Source: an optimization exercise on an open RTL-to-GDS flow (aim: small area and a short achievable clock period). Production flows keep margins and buffers that such runs may drop.
Where RTL was checked, it was by simulation tests only, not by an equivalence proof against the original.

// kcpsm3
module kcpsm3(
  output [9:0]  address,
  input  [17:0] instruction,
  output [7:0]  port_id,
  output        write_strobe,
  output [7:0]  out_port,
  output        read_strobe,
  input  [7:0]  in_port,
  input         interrupt,
  output        interrupt_ack,
  input         reset,
  input         clk);
  wire [17:0] ins = instruction;
  wire [3:0]  top4 = ins[17:14];
  wire [2:0]  top3 = ins[17:15];
  reg reset_delay, internal_reset, t_state;
  always @(posedge clk) begin
    reset_delay    <= reset;
    internal_reset <= reset | reset_delay;
    t_state        <= ~t_state & ~internal_reset;
  end
  reg carry_flag, zero_flag;
  reg clean_int, active_interrupt, int_ack, int_enable, shadow_carry, shadow_zero;
  wire int_update = active_interrupt | (ins[17] & ins[16] & ins[15]);
  always @(posedge clk) begin
    clean_int        <= interrupt & ~internal_reset;
    active_interrupt <= ~internal_reset & t_state & clean_int & int_enable & ~active_interrupt;
  ...
Size in the first run: ~2,700 cells after synthesis, roughly 58 I/O pins.
export LEC_CHECK = 0
export CAP_MARGIN = 5
export CORE_MARGIN = 2
export CORE_UTILIZATION = 55
export CTS_CLUSTER_DIAMETER = 100
export CTS_CLUSTER_SIZE = 22
export SETUP_SLACK_MARGIN = 4.4
export SLEW_MARGIN = 5
export TNS_END_PERCENT = 100
create_clock -name core_clock -period 7.0 [get_ports {clk}]
standard.sh (not shown) runs the stock make flow with config.mk's settings and CLKGATE_MAP_FILE= SYNTH_SCRIPT=/design/flow/synth_recipe.tcl, a recipe that flattens the netlist after the stock synthesis.
==> flow/flow/run.sh <==
#!/bin/bash
# Own layout flow: the standard flow (standard.sh, unchanged synthesis), with the
# port buffers made of a faster buffer cell and gate sizing not limited to cells of the
# same footprint. Everything else, including the constraints, is the standard flow's.
set -euo pipefail
bash standard.sh \
  MATCH_CELL_FOOTPRINT=0 \
  "BUFFER_PORTS_ARGS=-buffer_cell sky130_fd_sc_hd__buf_4" \
  finish > standard_flow.log 2>&1
The first run completed without violations.
Rerun with:
--- a/flow/design.v
+++ b/flow/design.v
@@ -128,13 +128,12 @@
     end
   end
   reg  [7:0] sx_q, op2_q;
   wire [7:0] op2 = ins[12] ? sy : ins[7:0];
   reg  [7:0] s_lo, s_hi;   
   reg  [17:13] iq;       
-  reg  [3:0] xq;         
   reg  r_shift, r_in, r_fetch, r_arith, r_logic;   
   reg  cin_q;            
   wire a_cycle = ~internal_reset & ~t_state;
   wire store_op = (top3 == 3'b101) & ins[14] & ins[13];
   wire reg_op   = (top3 == 3'b000) | (top3 == 3'b001) | (top3 == 3'b011) | (top3 == 3'b100);
   wire flag_op  = (top4 == 4'b0010) | (top4 == 4'b0011) | (top4 == 4'b0100) | (top4 == 4'b0101) |
@@ -144,17 +143,16 @@
     reg_en  <= a_cycle & ~active_interrupt & reg_op;
     mem_en  <= a_cycle & ~active_interrupt & store_op;
     flag_en <= a_cycle & flag_op;
   end
   always @(posedge clk) begin
     sx_q  <= sx;
-    op2_q <= op2 ^ {8{~ins[17] & ins[16] & ins[14]}};
+    op2_q <= op2;
     s_lo  <= 8'd1 << op2[2:0];
     s_hi  <= 8'd1 << op2[5:3];
     iq    <= ins[17:13];
-    xq    <= ins[11:8];
     r_shift <= ins[17];
     r_in    <= ~ins[17] & (top4[2:0] == 3'b001) & ~ins[13];
     r_fetch <= ~ins[17] & (top4[2:0] == 3'b001) & ins[13];
     r_arith <= ~ins[17] & ins[16] & (ins[15] | ins[14]);
     r_logic <= ~ins[17] & ~(top4[2:0] == 3'b001) & ~(ins[16] & (ins[15] | ins[14]));
     cin_q <= ins[14] ^ (ins[13] & carry_flag);
@@ -176,13 +174,13 @@
     case (iq[14:13])
       2'b00: logical = b;
       2'b01: logical = a & b;
       2'b10: logical = a | b;
       default: logical = a ^ b;
     endcase
-  wire [8:0] sum = {1'b0, a} + {1'b0, b} + {8'd0, cin_q};
+  wire [8:0] sum = {1'b0, a} + {1'b0, b ^ {8{iq[14]}}} + {8'd0, cin_q};
   wire       arith_carry = sum[8] ^ iq[14];
   wire shift_in = b[2] ? (b[1] ? b[0] : a[0]) : (b[1] ? a[7] : carry_flag);
   wire [7:0] shifted = b[3] ? {shift_in, a[7:1]} : {a[6:0], shift_in};
   wire shift_carry = b[3] ? a[0] : a[7];
   reg  [7:0] scratch [0:63];
   reg  [63:0] s_sel;
@@ -201,20 +199,20 @@
   end
   wire [7:0] result = ({8{r_shift}} & shifted) | ({8{r_in}} & in_port) | ({8{r_fetch}} & fetched) |
                       ({8{r_arith}} & sum[7:0]) | ({8{r_logic}} & logical);
   wire parity    = ^(a & b);
   wire new_carry = iq[17] ? (iq[15] ? shadow_carry : shift_carry)
                  : iq[16] ? ((~iq[15] & ~iq[14]) ? parity : arith_carry) : 1'b0;
-  wire [7:0] bb = b;
+  wire [7:0] bb = b ^ {8{iq[14]}};
   wire [7:0] zero_carry = {a[6:0] | bb[6:0], cin_q};
   wire arith_zero = &(~(a ^ bb ^ zero_carry));
   wire new_zero  = iq[17] ? (iq[16] ? shadow_zero : (shifted == 8'd0))
                           : (r_arith ? arith_zero : (logical == 8'd0));
   always @(posedge clk) begin
     for (k = 0; k < 16; k = k + 1)
-      if (reg_en & (xq == k)) regs[k] <= result;
+      if (reg_en & x_sel[k]) regs[k] <= result;
     for (k = 0; k < 64; k = k + 1)
       if (mem_en & s_sel[k]) scratch[k] <= a;
     if (internal_reset) begin
       carry_flag <= 1'b0;
       zero_flag  <= 1'b0;
     end else if (flag_en) begin
The new run produced a clean layout.
Final cell count is higher by 2.6%.
Worst setup slack is worse by 0.019 ns.
Register-to-register slack loses 0.02 ns.
Count of clock-buffer cells in the layout grows by 1.
Area after synthesis rises by about 2%.
Only the layout flow was run in the first run of this note; the RTL was not checked for function there.

separate check: timing with driven ports:
Ports are ideal in the flow. The routed layouts listed here were re-timed in OpenROAD. Step 1: set_driving_cell puts a clkbuf_16 on clk and a buf_2 on each other input, an assumption about the parent block. Step 2 also shifts input and output timing later by t, the mid clock arrival at the registers, as if the neighbouring blocks saw the same clock. a / b / c = no drivers / after step 1 / after step 2; a / b = the first two.
run | t (ns) | slack for setup (ns) | worst setup path at the end | clock arrival spread, ns | worst data-port slew with drivers (ns)
the first run | 0.706 | 4.360 / 4.209 / 3.503 | input to register | 0.020 / 0.021 | 0.26
the second run | 0.708 | 4.340 / 4.323 / 3.615 | input to register | 0.026 / 0.027 | 0.19
After both steps setup and hold are still met in every run listed. For the first run, which loses most, drivers alone change the setup slack by -0.151 ns; drivers and shift together by -0.857 ns.
